This design comes from an exercise in tuning for small area on the open sky130 flow, not from production work. The RTL was checked by simulation tests, not by an equivalence proof against the original design. Power and IR drop assume default switching activity.

Design UART_FIFO_Top, start of the top module:
module UART_FIFO_Top #(
    parameter DATA_WIDTH = 8,
    parameter FIFO_DEPTH = 16,
    parameter ADDR_WIDTH = 4
)(
    input clk,
    input rst,
    input en,
    input push_in,
    input pop_in,
    input [DATA_WIDTH-1:0] din,
    input [3:0] threshold,
    output [DATA_WIDTH-1:0] dout,
    output empty,
    output full,
    output overrun,
    output underrun,
    output thr_trigger
);
export LEC_CHECK = 0
export CAP_MARGIN = 20
export CORE_MARGIN = 2
export CORE_UTILIZATION = 70
export CTS_BUF_LIST = sky130_fd_sc_hd__clkbuf_4
export SLEW_MARGIN = 20
export SYNTH_HIERARCHICAL = 1
create_clock -name core_clock -period 5.0 [get_ports {clk}]
run.sh (not shown) runs the stock make flow with config.mk's settings and CLKGATE_MAP_FILE= SYNTH_SCRIPT=/design/flow/synth_recipe.tcl, a recipe that flattens the netlist after the stock synthesis.
The first run passed the timing, DRC and antenna checks.
Rerun with:
==> flow/flow/run.sh (new file) <==
#!/bin/bash
# The standard ORFS layout (the standard.sh), with two changes:
#  - the smallest buffer (buf_1) on each input and output port instead of
#    buffer_ports' default choice;
#  - clock tree: clkbuf_4 leaves under a clkbuf_8 root, no dummy loads.
set -euo pipefail
bash standard.sh \
  "BUFFER_PORTS_ARGS=-buffer_cell sky130_fd_sc_hd__buf_1" \
  "CTS_ARGS=-sink_clustering_enable -repair_clock_nets -buf_list sky130_fd_sc_hd__clkbuf_4 -root_buf sky130_fd_sc_hd__clkbuf_8 -dont_use_dummy_load" \
  finish > standard.log 2>&1
==> flow/standard.sh (new file) <==
#!/bin/bash
# synth_recipe.tcl (not shown) runs the flow's synth.tcl, then flattens the netlist and writes it again
# the make line also repeats each setting of config.mk as NAME=value (left out here)
make -C /OpenROAD-flow-scripts/flow DESIGN_CONFIG=/design/flow/config.mk WORK_HOME=/design/flow/orfs CLKGATE_MAP_FILE= SYNTH_SCRIPT=/design/flow/synth_recipe.tcl "${@:-finish}"
- CORE_UTILIZATION: 70 -> 40
removed: flow/run.sh
Result: Clock power goes down by 28%. Die area climbs by 71%. Area after synthesis stays the same. Via count shrinks by 2.8%.

---

## run 1
Another version of the RTL of UART_FIFO_Top (not shown whole).
Size in the first run: roughly 270 cells after synthesis, about 140 flip-flops, about 5000 µm² of cells after synthesis.
make LEC_CHECK=0 CAP_MARGIN=20 CORE_MARGIN=2 CORE_UTILIZATION=40 CTS_BUF_LIST=sky130_fd_sc_hd__clkbuf_8 CTS_CLUSTER_DIAMETER=100 CTS_CLUSTER_SIZE=30 SLEW_MARGIN=20 SYNTH_HIERARCHICAL=1 finish   # period 5.0 ns
Stock flow here: none of the scripts above is used.
In summary, run 1 completed successfully, with a layout that passed the timing, DRC and antenna checks.
The following lists how run 2 was set up differently from run 1:
- CTS_CLUSTER_DIAMETER: 100 -> unset
- CTS_BUF_LIST: sky130_fd_sc_hd__clkbuf_8 -> unset
- CTS_CLUSTER_SIZE: 30 -> unset
Results
Between run 1 and run 2, the global-route total usage across every layer does not differ in any meaningful way.
Delta (run 2 minus run 1): overall routed net length now larger; total power now larger; final core utilization now larger; share of the cycle needed by the critical path after routing now smaller; design area now larger.
Core region area: run 2 vs run 1 identical
### run 2 -> run 3
- CTS_BUF_LIST: unset -> sky130_fd_sc_hd__clkbuf_4
## What came out
- Comparing run 2 and run 3, the higher total power of the final layout was measured on run 2.
- From run 3 to run 2, count of clock-buffer cells in the layout did not move at all.
- Taking run 2 as the reference, in run 3 worst-case hold slack shows an increase of 0.015 ns, count of multi-input gates shows no meaningful change.
- Compared to run 2, run 3 has number of detailed-route iterations in the first pass 1 lower.
- Comparing run 2 and run 3, the higher share of the cycle needed by the critical path after routing is on run 3.
- Run 3 ended up with a lower cell area than run 2 did.
- Run 2 has a higher wire length of the first global-routing pass than run 3.
- Largest incremental delay on the critical path: run 3 vs run 2, no meaningful difference
The following lists how run 4 was set up differently from run 3:
- CTS_CLUSTER_SIZE newly set to 20
- CTS_CLUSTER_DIAMETER newly set to 100
==> comparison <==
There was hardly any difference in sequential standard cell area between run 3 and run 4. First-pass GRT wire length: run 4 vs run 3 identical. Diff run 3..run 4 | design area | unchanged. Run 4 and run 3 ended up with nearly the same post-place setup slack. Hold slack: run 4 vs run 3 identical. Wire length on met2: run 3 vs run 4 identical. Delta (run 4 minus run 3): compound-cell area share of the yosys netlist essentially unchanged; clock network fraction of total power essentially unchanged; worst clock skew essentially unchanged; H-tree level count essentially unchanged.

==> what the ideal ports hide <==
How much do the figures lean on ideal ports? The routed layouts below were timed once more, with nothing changed but the port constraints.
Step 1, drivers: a clkbuf_16 drives clk and a buf_2 each remaining input, both assumed.
Step 2 also shifts input and output timing later by t, the mid clock arrival at the registers, as if the neighbouring blocks saw the same clock.
a / b / c = ideal ports / drivers / drivers and shift; a / b = the first two.
run | t (ns) | setup WS [ns] | worst register clock-pin slew, ns
the first run of note 1 | 0.537 | 0.979 / 0.953 / 1.490 | 0.12 / 0.12
the second run of note 1 | 0.439 | 1.353 / 1.321 / 1.760 | 0.10 / 0.10
run 1 | 0.454 | 0.949 / 0.916 / 1.370 | 0.07 / 0.07
run 2 | 0.444 | 0.967 / 0.932 / 1.375 | 0.05 / 0.05
run 3 | 0.540 | 0.858 / 0.823 / 1.364 | 0.11 / 0.11
run 4 | 0.540 | 0.858 / 0.823 / 1.364 | 0.11 / 0.11
After both steps setup and hold are still met in every run listed.
